Source: an optimization exercise on an open RTL-to-GDS flow (aim: small area). Production flows keep margins and buffers that such runs may drop.
Where RTL was checked, it was by simulation tests only, not by an equivalence proof against the original.
Function not checked in run 2: the RTL went through the layout flow alone.

## flow/run.sh

```bash
#!/bin/bash
# synth_recipe.tcl (not shown) runs the flow's synth.tcl, then flattens the netlist and writes it again
# the make line also repeats each setting of config.mk as NAME=value (left out here)
make -C /OpenROAD-flow-scripts/flow DESIGN_CONFIG=/design/flow/config.mk WORK_HOME=/design/flow/orfs CLKGATE_MAP_FILE= SYNTH_SCRIPT=/design/flow/synth_recipe.tcl finish
```

## flow/config.mk

```make
export PLATFORM = sky130hd
export DESIGN_NAME = CORDIC_Rotation_top
export DESIGN_NICKNAME = CORDIC_Rotation_top
export VERILOG_FILES = /design/flow/design.v
export SDC_FILE = /design/flow/constraint.sdc
export NUM_CORES = 4
export LEC_CHECK = 0
export CAP_MARGIN = 20
export CORE_MARGIN = 2
export CORE_UTILIZATION = 60
export CTS_BUF_LIST = sky130_fd_sc_hd__clkbuf_8
export CTS_CLUSTER_SIZE = 30
export PLACE_DENSITY = 0.75
export SLEW_MARGIN = 20
```

## flow/constraint.sdc

```tcl
create_clock -name core_clock -period 10.0 [get_ports {clk}]
set_input_delay 2.0000 -clock core_clock [delete_from_list [all_inputs] [get_ports {clk}]]
set_output_delay 2.0000 -clock core_clock [all_outputs]
set_load 0.01 [all_outputs]
```

## flow/design.v

```verilog
module quad_chk (
        input  [15:0] x_in,
        input  [15:0] y_in,
        input         neg,
        output [15:0] x_out,
        output [15:0] y_out
    );
    assign x_out = neg ? (~x_in + 16'd1) : x_in;
    assign y_out = neg ? (~y_in + 16'd1) : y_in;
endmodule
module ip_upscale #(parameter W = 22) (
        input  [W-1:0] a,
        input  [W-1:0] b,
        input          ci,
        output [W-1:0] s
    );
    wire [W:0] c;
    assign c[0] = ci;
    genvar j;
    generate
        for (j = 0; j < W; j = j + 1) begin : bitj
            assign s[j]   = a[j] ^ b[j] ^ c[j];
            assign c[j+1] = (a[j] & b[j]) | (c[j] & (a[j] ^ b[j]));
        end
    endgenerate
endmodule
module micro_rot_gen (
        input         clk,
        input  [13:0] r0,
        input  [15:1] am,
        input  [15:1] dir_in,
        output [15:1] dirs
    );
    localparam [4*14-1:0] WR = {4'd4,4'd4,4'd4,4'd5,4'd6,4'd7,4'd8,4'd9,4'd10,4'd11,4'd12,4'd13,4'd14,4'd14};
    localparam [16*14-1:0] AT = {16'h0001,16'h0002,16'h0005,16'h000A,16'h0014,16'h0028,16'h0051,
                                 16'h00A2,16'h0145,16'h028B,16'h0511,16'h09FB,16'h12E4,16'h2000};
    wire [15:1] asign;
    reg [13:0] rr0;
    always @(posedge clk) rr0 <= r0;
    wire [14*14-1:0] rv;
    assign rv[13:0] = rr0;
    assign asign[1] = rr0[13];
    genvar i;
    generate
        for (i = 1; i < 14; i = i + 1) begin : res
            localparam WI = WR[4*(i-1) +: 4];
            localparam WO = WR[4*i +: 4];
            wire [WO-1:0] rn;
            rot_block_last_stage #(.WI(WI), .WO(WO), .ATAN(AT[16*i +: 16])) st (
                .r_in(rv[14*(i-1) +: WI]), .r_out(rn)
            );
            reg [WO-1:0] rr;
            always @(posedge clk) rr <= {am[i] ? rn[WO-1] : rv[14*(i-1)+WI-1], rn[WO-2:0]};
            assign rv[14*i +: 14] = {{(14-WO){1'b0}}, rr};
            assign asign[i+1] = rr[WO-1];
        end
    endgenerate
    reg s14;
    always @(posedge clk) s14 <= asign[14];
    assign asign[15] = s14;
    assign dirs = asign ^ (~am & dir_in);
endmodule
module rot_block_first_stage (
        input  [15:0] x_in,
        input  [15:0] y_in,
        input         dir,
        output [15:0] x_out,
        output [15:0] y_out
    );
    ip_upscale #(.W(16)) ax (.a(x_in), .b(y_in ^ {16{dir}}),  .ci(dir),  .s(x_out));
    ip_upscale #(.W(16)) ay (.a(y_in), .b(x_in ^ {16{~dir}}), .ci(~dir), .s(y_out));
endmodule
module rot_block #(
        parameter W  = 22,
        parameter SH = 1,
        parameter LO = 0
    ) (
        input  [W-1:0] x_in,
        input  [W-1:0] y_in,
        input          dir,
        output [W-1:0] x_out,
        output [W-1:0] y_out
    );
    wire [W-1:0] ysh = {{SH{y_in[W-1]}}, y_in[W-1:SH]};
    wire [W-1:0] xsh = {{SH{x_in[W-1]}}, x_in[W-1:SH]};
    wire [W-1:LO] xa, ya;
    ip_upscale #(.W(W-LO)) ax (.a(x_in[W-1:LO]), .b(ysh[W-1:LO] ^ {(W-LO){dir}}),  .ci(dir),  .s(xa));
    ip_upscale #(.W(W-LO)) ay (.a(y_in[W-1:LO]), .b(xsh[W-1:LO] ^ {(W-LO){~dir}}), .ci(~dir), .s(ya));
    generate
        if (LO > 0) begin : pad
            assign x_out = {xa, {LO{1'b0}}};
            assign y_out = {ya, {LO{1'b0}}};
        end else begin : nopad
            assign x_out = xa;
            assign y_out = ya;
        end
    endgenerate
endmodule
module rot_block_last_stage #(
        parameter WI = 14,
        parameter WO = 14,
        parameter [15:0] ATAN = 16'h0
    ) (
        input  [WI-1:0] r_in,
        output [WO-1:0] r_out
    );
    wire [WO-1:0] ri = r_in[WO-1:0];
    wire [WO-1:0] at = ATAN[WO-1:0];
    assign r_out = r_in[WI-1] ? ri + at : ri - at;
endmodule
module output_scale (
        input  [21:0] x_in,
        input  [21:0] y_in,
        output [15:0] x_out,
        output [15:0] y_out
    );
    function [21:0] scl(input [21:0] a);
        scl = {{1{a[21]}},  a[21:1]}  + {{4{a[21]}},  a[21:4]}  + {{5{a[21]}},  a[21:5]}  +
              {{7{a[21]}},  a[21:7]}  + {{8{a[21]}},  a[21:8]}  + {{10{a[21]}}, a[21:10]} +
              {{11{a[21]}}, a[21:11]} + {{12{a[21]}}, a[21:12]} + {{14{a[21]}}, a[21:14]};
    endfunction
    wire [21:0] xs = scl(x_in);
    wire [21:0] ys = scl(y_in);
    assign x_out = xs[21:6];
    assign y_out = ys[21:6];
endmodule
module op_downscale (
        input             clk,
        input             nreset,
        input             en,
        input      [15:0] x_in,
        input      [15:0] y_in,
        output reg [15:0] x_out,
        output reg [15:0] y_out
    );
    always @(posedge clk or negedge nreset) begin
        if (~nreset) begin
            x_out <= 16'd0;
            y_out <= 16'd0;
        end else if (en) begin
            x_out <= x_in;
            y_out <= y_in;
        end
    end
endmodule
module CORDIC_Rotation_top #(
        parameter DATA_WIDTH = 16,
        parameter CORDIC_WIDTH = 22,
        parameter ANGLE_WIDTH = 16,
        parameter CORDIC_STAGES = 16
    ) (
        input clk,
        input nreset,
        input enable_in,
        input angle_microRot_n,
        input signed [DATA_WIDTH-1:0] x_in,
        input signed [DATA_WIDTH-1:0] y_in,
        input signed [ANGLE_WIDTH-1:0] angle_in,
        input [CORDIC_STAGES-1:0] microRot_dir_in,
        input microRot_vld,
        input [1:0] quad_in,
        output signed [DATA_WIDTH-1:0] x_out,
        output signed [DATA_WIDTH-1:0] y_out,
        output output_valid_o,
        output rot_active_o
    );
    localparam W = 22;
    wire [1:0] quad = angle_microRot_n ? angle_in[15:14] : {quad_in[1], quad_in[1] ^ quad_in[0]};
    wire       neg  = quad[1] ^ quad[0];
    wire       dir0 = angle_microRot_n ? angle_in[14] : (microRot_dir_in[0] ^ quad[0]);
    wire [15:0] xq, yq;
    quad_chk qc (.x_in(x_in), .y_in(y_in), .neg(neg), .x_out(xq), .y_out(yq));
    wire [15:0] x1, y1;
    rot_block_first_stage s0 (.x_in(xq), .y_in(yq), .dir(dir0), .x_out(x1), .y_out(y1));
    wire [13:0] r0 = {angle_microRot_n ? ~angle_in[13] : quad[0], angle_in[12:0]};
    reg [16:1] v;
    reg        v17, v18;
    always @(posedge clk or negedge nreset) begin
        if (~nreset) begin
            v   <= 16'd0;
            v17 <= 1'b0;
            v18 <= 1'b0;
        end else begin
            v   <= {v[15:1], enable_in};
            v17 <= v[16];
            v18 <= v17;
        end
    end
    assign rot_active_o   = v[1];
    assign output_valid_o = v18;
    reg [15:1] am;
    always @(posedge clk) am <= {am[14:1], angle_microRot_n};
    wire [W*17-1:0] xs, ys;
    wire [15:0] dirs;
    assign dirs[0] = dir0;
    micro_rot_gen mrg (
        .clk(clk), .r0(r0), .am(am), .dir_in(microRot_dir_in[15:1]), .dirs(dirs[15:1])
    );
    reg [15:0] x1r, y1r;
    always @(posedge clk) begin
        x1r <= ~x1;
        y1r <= ~y1;
    end
    assign xs[W*1 +: W] = {~x1r, 6'd0};
    assign ys[W*1 +: W] = {~y1r, 6'd0};
    genvar k;
    generate
        for (k = 1; k < 16; k = k + 1) begin : stg
            localparam LI = (k == 1) ? 6 : (k == 2) ? 5 : (k == 3) ? 3 : 0;    
            localparam LO = (LI > k) ? LI - k : 0;                                
            wire [W-1:0] xi = xs[W*k +: W];
            wire [W-1:0] yi = ys[W*k +: W];
            wire [W-1:0] xn, yn;
            rot_block #(.W(W), .SH(k), .LO(LO)) rb (
                .x_in(xi), .y_in(yi), .dir(dirs[k]), .x_out(xn), .y_out(yn)
            );
            reg [W-1:LO] xr, yr;
            always @(posedge clk) begin
                xr <= ~xn[W-1:LO];
                yr <= ~yn[W-1:LO];
            end
            if (LO > 0) begin : pad
                assign xs[W*(k+1) +: W] = {~xr, {LO{1'b0}}};
                assign ys[W*(k+1) +: W] = {~yr, {LO{1'b0}}};
            end else begin : nopad
                assign xs[W*(k+1) +: W] = ~xr;
                assign ys[W*(k+1) +: W] = ~yr;
            end
        end
    endgenerate
    wire [15:0] xo, yo;
    output_scale sc (.x_in(xs[W*16 +: W]), .y_in(ys[W*16 +: W]), .x_out(xo), .y_out(yo));
    op_downscale od (.clk(clk), .nreset(nreset), .en(v[16]), .x_in(xo), .y_in(yo), .x_out(x_out), .y_out(y_out));
endmodule
```

==> impl_metrics.yaml, run 1 <==
run_status:
  status: "complete, no violations"
floorplan:
  die_height_um: 278
  floorplan.initialDensity: 0.605
  die_w_um: 278
  io_pins: 105
  dieArea_mm2: 0.0771
  coreArea_mm2: 0.0743
  rows: 100
timing:
  fin_skew_ps: 30.7
  fmax_ghz: 0.101
  period_share: 0.991
  drv_slew: 0
  setup_viol_count_final: 0
  postLayoutSetupSlackWorst_ps: 92.6
  worstMarginPinSlew_ps: 1020
  rsz0062_at_grt: "yes"
  max-slew-margin-rel: 0.315
  hold_viol_final: 0
  min_period_ps: 9910
  fin_hold_ws_ps: 321
logic_synthesis:
  syn_area_per_cell_um2: 13.5
  synth-edff-count: 0
  synthFlopType: "dfxtp_1"
  synth-seq-cells: 854
  syn_nets: 4335
  ys_seq_area_frac: 0.386
  synth_area_mm2: 0.0449
  synthCells: 3328
  synth.lib_cells_used.distinct: 63
  yosysWarningCount: 4
  ys_async_sr_fraction: 0.0585
clock_network:
  clock_sinks: 854
  cts_root_buf: "clkbuf_8"
  cts_inserted_buffers: 143
  cts_hold_buffers: 0
  worstSkewPairLatency_ps: 790
  clk_pin_slew_ps: 60
  clockBufferDepth: 3
  cts_tree: "yes"
  cts_max_level: 4
route:
  firstDrtPassIters: 4
  wl_um: 79100
  drtIter0Drc: 749
  wl_met2_um: 44400
  wl_met1_um: 29600
  antenna_left: 0
  drc: 0
  detail_route.wl_per_cell_um: 16.8
  top_layer_used: "met4"
  drt-vias-per-instance: 4.98
  met3_wirelength_um: 2500
  vias: 23400
layout:
  drive_gt1_frac: 0.254
  layout.nets: 4632
  area_growth_pct: 17.3
  fin_util: 0.709
global_routing:
  grt_antenna_before_repair: 1
  grt_pass1_vias: 27500
  track_usage: 0.219
  grt_pass1_wl_um: 133000
  grt.overflow.total: 0
  grt_max_degree: 51
place:
  io_buffers: 103
  gp_congestion: 0.849
  dp_slack_ps: -1030
  dpl.hpwl_um: 63400
min_path:
  holdPathStages: 0
  hold_class: "flop to flop"
worst_setup_path:
  critPathMaxFanout: 5
  crit_path_start_kind: "input pin"
  worstSetupPathType: "input pin to flop"
  cp.arrival_ps: 10560
  critical_path_required_ps: 10650
  worst_r2r_path_depth: 27
  endpoint_kind: "flop"
flow_run:
  cap_violations: 0
==> worst max-delay path: stages <==
cell           delay, ps
dlygate4sd2_1        230
nor2b_4              130
xnor2_4              400
xor2_1               170
fa_2                 370
fa_2                 380
fa_2                 370
fa_2                 370
fa_2                 370
fa_2                 380
fa_2                 380
fa_2                 370
fa_2                 390
fa_2                 410
fa_2                 380
fa_2                 380
fa_2                 380
fa_2                 380
fa_2                 380
fa_2                 370
fa_2                 370
fa_2                 370
inv_2                 70
fa_2                 190
inv_2                 40
fa_2                 350
xor2_1               170
==> metal layers <==
layer  global-route usage  vias up
li1                     -    10900
met1                0.241    12000
met2                0.415      322
met3               0.0402      174
met4               0.0869        0
met5                    0        -
==> layout by cell type (no fill, tap or decap), types with 6 or more instances in the layout <==
| cell | n |
|---|---|
| a21o_1 | 32 |
| a21oi_1 | 82 |
| a21oi_4 | 13 |
| a31oi_1 | 7 |
| buf_12 | 9 |
| buf_4 | 67 |
| buf_6 | 23 |
| clkbuf_8 | 175 |
| clkdlybuf4s50_1 | 89 |
| clkinv_2 | 9 |
| dfrtp_1 | 50 |
| dfxtp_1 | 804 |
| fa_1 | 267 |
| fa_2 | 501 |
| ha_1 | 167 |
| inv_1 | 374 |
| inv_2 | 42 |
| mux2_2 | 17 |
| mux2_4 | 12 |
| mux2i_1 | 7 |
| nand2_1 | 38 |
| nand3_1 | 16 |
| nor2_1 | 71 |
| nor2b_1 | 8 |
| nor2b_4 | 14 |
| nor3_1 | 24 |
| nor3b_1 | 6 |
| o211ai_1 | 8 |
| o21ai_0 | 33 |
| o21bai_1 | 21 |
| o31ai_1 | 11 |
| or3_1 | 9 |
| xnor2_1 | 315 |
| xnor2_2 | 13 |
| xnor2_4 | 14 |
| xor2_1 | 260 |
| xor2_2 | 7 |
==> flip-flops by register name (all words and copies together) (netlist names), 15 cells and up <==
| name | count |
|---|---|
| stg.yr | 321 |
| stg.xr | 318 |
| mrg.res.rr | 104 |
| od.x_out | 16 |
| od.y_out | 16 |
| v | 16 |
| y1r | 16 |
| am | 15 |
| x1r | 15 |
==> through the flow <==
stage                     cell area (µm²)  instances  setup TNS [ps]
after global placement              49200       4408          -59680
after CTS                           52500       4682            -308
final                               52700       4698               0
after detailed placement            49200       4408          -67830
after global routing                52700       4698            -386
after floorplan                     46900       3328           -9310
==> path summary, 6_finish.rpt <==
| check | slack, ps | endpoint | startpoint |
|---|---|---|---|
| min reg2reg | 320 | mrg.res[10].rr[0] | mrg.res[9].rr[0] |
| min | 320 | mrg.res[10].rr[0] | mrg.res[9].rr[0] |
| max | 90 | stg[11].yr[21] | microRot_dir_in[11] |
| max reg2reg | 1110 | stg[5].xr[21] | am[5] |
| min in group asynchronous | 1230 | od.x_out[7] | nreset |
| max in group asynchronous | 8350 | v[3] | nreset |
==> cell families after synthesis <==
logic type               after synthesis  share of synthesized area
adder cells (fa/ha/maj)              936                      0.389
flip-flops                           854                      0.386
XOR/XNOR                             610                      0.120
buffers and inverters                415                     0.0347
AO/OA/AOI/OAI                        247                     0.0356
AND/OR/NAND/NOR                      230                     0.0261
multiplexers                          36                    0.00891
==> final cells by class <==
| cell class | instances | area [µm²] |
|---|---|---|
| Inverter | 369 | 1390 |
| Tap cell | 969 | 1210 |
| Antenna cell | 1 | 2.50 |
| Multi-Input combinational cell | 2059 | 28000 |
| Sequential cell | 854 | 17300 |
| Fill cell | 4882 | 21600 |
| Clock buffer | 175 | 2410 |
| Clock inverter | 73 | 478 |
| Timing Repair Buffer | 198 | 1920 |
==> cells in the mapped netlist (all sizes together), types with 5 or more instances <==
library cell | instances | area, µm²
dfxtp | 804 | 16100
fa | 768 | 15400
inv | 367 | 1380
xnor2 | 342 | 3040
xor2 | 268 | 2350
ha | 168 | 2100
a21oi | 95 | 475
nor2 | 71 | 267
dfrtp | 50 | 1250
clkbuf | 38 | 143
nand2 | 38 | 143
o21ai | 34 | 174
a21o | 32 | 240
mux2 | 29 | 330
nor3 | 24 | 120
nor2b | 22 | 138
o21bai | 21 | 158
nand3 | 16 | 80.1
o31ai | 11 | 82.6
or3 | 9 | 56.3
buf | 8 | 31.3
o211ai | 8 | 60.1
a31oi | 7 | 43.8
mux2i | 7 | 70.1
nor3b | 6 | 45.0
a21boi | 5 | 37.5
and3 | 5 | 31.3
nand2b | 5 | 31.3
nand3b | 5 | 37.5
nand4 | 5 | 31.3
==> repair_timing <==
action                     CTS  global route
pin swaps                  151           125
buffers inserted            26            16
setup endpoints to repair   36            45
gates resized for setup     59            58
==> run 2, diff against run 1 <==
--- a/flow/design.v
+++ b/flow/design.v
@@ -30,2 +30,3 @@
         input  [15:1] am,
+        input  [15:1] qp,
         input  [15:1] dir_in,
@@ -52,3 +53,3 @@
             reg [WO-1:0] rr;
-            always @(posedge clk) rr <= {am[i] ? rn[WO-1] : rv[14*(i-1)+WI-1], rn[WO-2:0]};
+            always @(posedge clk) rr <= rn;
             assign rv[14*i +: 14] = {{(14-WO){1'b0}}, rr};
@@ -60,3 +61,3 @@
     assign asign[15] = s14;
-    assign dirs = asign ^ (~am & dir_in);
+    assign dirs = (am & asign) | (~am & (dir_in ^ qp));
 endmodule
@@ -174,3 +175,3 @@
     rot_block_first_stage s0 (.x_in(xq), .y_in(yq), .dir(dir0), .x_out(x1), .y_out(y1));
-    wire [13:0] r0 = {angle_microRot_n ? ~angle_in[13] : quad[0], angle_in[12:0]};
+    wire [13:0] r0 = {~angle_in[13], angle_in[12:0]};
     reg [16:1] v;
@@ -190,4 +191,7 @@
     assign output_valid_o = v18;
-    reg [15:1] am;
-    always @(posedge clk) am <= {am[14:1], angle_microRot_n};
+    reg [15:1] am, qp;
+    always @(posedge clk) begin
+        am <= {am[14:1], angle_microRot_n};
+        qp <= {qp[14:1], quad[0]};
+    end
     wire [W*17-1:0] xs, ys;
@@ -196,3 +200,3 @@
     micro_rot_gen mrg (
-        .clk(clk), .r0(r0), .am(am), .dir_in(microRot_dir_in[15:1]), .dirs(dirs[15:1])
+        .clk(clk), .r0(r0), .am(am), .qp(qp), .dir_in(microRot_dir_in[15:1]), .dirs(dirs[15:1])
     );
--- a/flow/config.mk
+++ b/flow/config.mk
@@ -9,6 +9,4 @@
 export CORE_MARGIN = 2
-export CORE_UTILIZATION = 60
-export CTS_BUF_LIST = sky130_fd_sc_hd__clkbuf_8
-export CTS_CLUSTER_SIZE = 30
-export PLACE_DENSITY = 0.75
+export CORE_UTILIZATION = 40
+export PLACE_DENSITY = 0.6
 export SLEW_MARGIN = 20
==> run 2 against run 1 <==
Compared with the run above: the layout now fails its checks (negative setup slack); fmax shrank 1.5%; sequential share of layout area shrank 0.21 points; setup slack lost 160 ps; global-route usage shrank 8.0 points; core utilization shrank 23 points; final area grew 2.4%; highest routed layer unchanged.
==> impl_metrics.yaml, run 2 <==
global_routing:
  grt_antenna_before_repair: 0
  grt_pass1_vias: 25600
  grt_pass1_wl_um: 128000
  track_usage: 0.140
  grt.overflow.total: 0
  grt_max_degree: 51
worst_setup_path:
  endpoint_kind: "flop"
  worstSetupPathType: "input pin to flop"
  rrSetupSlack_ps: 1020
  crit_top_cell: "fa_2"
  max_stage_delay_ps: 430
  critical_path_required_ps: 10540
  crit_path_start_kind: "input pin"
  critPathMaxFanout: 4
  crit_slowest_cell: "fa_2"
  cp.arrival_ps: 10610
logic_synthesis:
  synthTopCellsByCount: "819 x dfxtp_1, 768 x fa_1, 381 x xnor2_1, 362 x inv_1, 240 x xor2_1"
  synth-seq-cells: 869
  synthCells: 3312
  synth_most_common_cell: "dfxtp_1"
  synth-edff-count: 0
  syn_nets: 4319
  synthFlopType: "dfxtp_1"
  synth_area_leaders: "dfxtp_1 36%, fa_1 34%, xnor2_1 7.4%, ha_1 4.7%, xor2_1 4.7%"
  ys_async_sr_fraction: 0.0575
  yosys.area_share.xor_xnor: 0.120
  syn_area_per_cell_um2: 13.6
  ys_seq_area_frac: 0.391
  synth_fa_ha_area_frac: 0.387
  yosysWarningCount: 4
  yosys.area_share.simple: 0.0210
  synth_area_mm2: 0.0452
  yosysTopAreaCell: "dfxtp_1"
  synthMuxAreaShare: 0.0122
  synth_top_family_by_area: "adder cells"
  synth_compound_area_frac: 0.0346
  synth_top_cell_area_share: 0.363
  synth.lib_cells_used.distinct: 69
timing:
  rsz0062_at_grt: "yes"
  max-slew-margin-rel: 0.410
  postLayoutSetupSlackWorst_ps: -63.1
  fin_hold_ws_ps: 325
  fin_skew_ps: 37.9
  hold_viol_final: 0
  drv_slew: 0
  period_share: 1.01
  min_period_ps: 10060
  setup_viol_count_final: 1
  worstMarginPinSlew_ps: 879
  fin_setup_tns_ps: -63.1
  fmax_ghz: 0.0994
floorplan:
  floorplan.initialDensity: 0.403
  io_pins: 105
  dieArea_mm2: 0.116
  rows: 123
  die_w_um: 340
  coreArea_mm2: 0.112
  die_height_um: 340
place:
  io_buffers: 103
  dp.cells: 4924
  gp_congestion: 0.823
  dpl.hpwl_um: 63200
  dp_slack_ps: -1790
  place_area_mm2: 0.0498
layout:
  top_regs: "stg.yr: 321 flops, stg.xr: 318 flops, mrg.res.rr: 104 flops"
  layout.nets: 4573
  layout_common_cells: "819 x dfxtp_1, 507 x fa_2, 354 x xnor2_1"
  final_cells: 5142
  postLayoutCellArea_mm2: 0.0540
  area_growth_pct: 19.5
  mostFrequentLayoutCell: "dfxtp_1"
  largest_register: "stg.yr"
  regArea_mm2: 0.0176
  n_antenna_cell: 0
  drive_gt1_frac: 0.260
  fin_util: 0.481
  largest_reg_flops: 321
  multi_input_area_mm2: 0.0280
  fillers: 9802
clock_network:
  cts_max_level: 3
  cts_hold_buffers: 0
  cts_inserted_buffers: 95
  clockBufferDepth: 3
  clock_sinks: 869
  clk_pin_slew_ps: 60
  worstSkewPairLatency_ps: 680
  cts_tree: "yes"
  cts_root_buf: "clkbuf_16"
route:
  detail_route.wl_per_cell_um: 14.9
  drt-vias-per-instance: 4.36
  drtIter0Drc: 577
  drc: 0
  firstDrtPassIters: 6
  wl_um: 76600
  antenna_left: 0
  vias: 22400
min_path:
  hold_class: "flop to flop"
run_status:
  check.faults: "negative setup slack"
  status: "failed layout checks"
flow_run:
  cap_violations: 0
## run 2: changes by cell type in the layout (fill, tap and decap cells not counted), moves of 13 or more
cell	previous run	this run
clkbuf_8	175	20
clkbuf_16	0	96
inv_1	374	317
xnor2_1	315	354
clkbuf_1	0	25
xor2_1	260	235
dfxtp_1	804	819
nor2_1	71	56
nor2b_4	14	0
o21bai_1	21	8
## run 2: worst paths after layout
| check | from | cells past startpoint | to |
|---|---|---|---|
| max | microRot_dir_in[14] | 29 | stg[14].xr[21] |
| min | mrg.res[5].rr[0] | 0 | mrg.res[6].rr[0] |
| max reg2reg | qp[14] | 28 | stg[14].xr[21] |
| min reg2reg | mrg.res[5].rr[0] | 0 | mrg.res[6].rr[0] |
| max in group asynchronous | nreset | 2 | v[1] |
| min in group asynchronous | nreset | 2 | od.y_out[2] |
## run 2: timing repair
action                                 4_1_cts  5_1_grt
resized for setup                          135      101
cloned                                       0        1
setup endpoints to repair                   67       57
buffers inserted                            23       27
endpoints found under the hold margin        0        0
pin swaps                                  142       89
## run 2: final cells by class
class                   instances  share of cell area
multi-input cells            2031               0.518
well taps                    1500              0.0348
inverters                     362              0.0252
clock inverters                33             0.00718
clock buffers                 140              0.0509
repair buffers                207              0.0375
flip-flops and latches        869               0.327
## run 2: cell families (layout without fill, tap and decap cells)
kind of cell | Yosys count | count (layout)
AO/OA/AOI/OAI | 237 | 237
AND/OR/NAND/NOR | 186 | 186
buffers and inverters | 412 | 742
XOR/XNOR | 621 | 621
adder cells (fa/ha/maj) | 936 | 936
multiplexers | 51 | 51
flip-flops | 869 | 869
## run 2: routing by layer
metal,vias to the layer above,global-route usage,wire length (µm)
met5,-,0,0
met2,231,0.284,45100
met1,11200,0.138,26400
met3,147,0.0236,2440
met4,0,0.0531,2770
li1,10800,-,-
## run 2: critical path: cells and delay by family
kind            cells  cell delay, ps
buf+inv             4             360
xor+xnor            3             360
compound gates      1             290
simple gates        1              70
fa+ha+maj          20            7500

-- port drivers added, routing unchanged --
How much do the figures lean on ideal ports? The routed layouts below were timed once more, with nothing changed but the port constraints. Step 1 sets driving cells, clkbuf_16 on the clock port and buf_2 on the other inputs (assumed; they add their load-dependent delay and slew). Step 2 adds t to the input delays and takes it off the output delays; t is the mean of the earliest and latest rising clock arrival at the registers after step 1. Input paths then give back, and output paths get back, about the clock's delay inside the block. Slacks: ideal / step 1 / step 2; pairs: ideal / step 1.
run | shift t [ns] | setup WS [ns] | hold WS [ns] | worst register clock-pin slew, ns | cell pins on the clock port's net
run 1 | 0.839 | 0.093 / 0.136 / -0.702 | 0.321 / 0.321 / 0.321 | 0.07 / 0.07 | 1
run 2 | 0.725 | -0.063 / -0.027 / -0.752 | 0.325 / 0.325 / 0.325 | 0.06 / 0.06 | 1
Met with ideal ports but missed after step 2: setup timing in run 1. For run 1, which loses most, drivers alone change the setup slack by +0.043 ns; drivers and shift together by -0.795 ns.
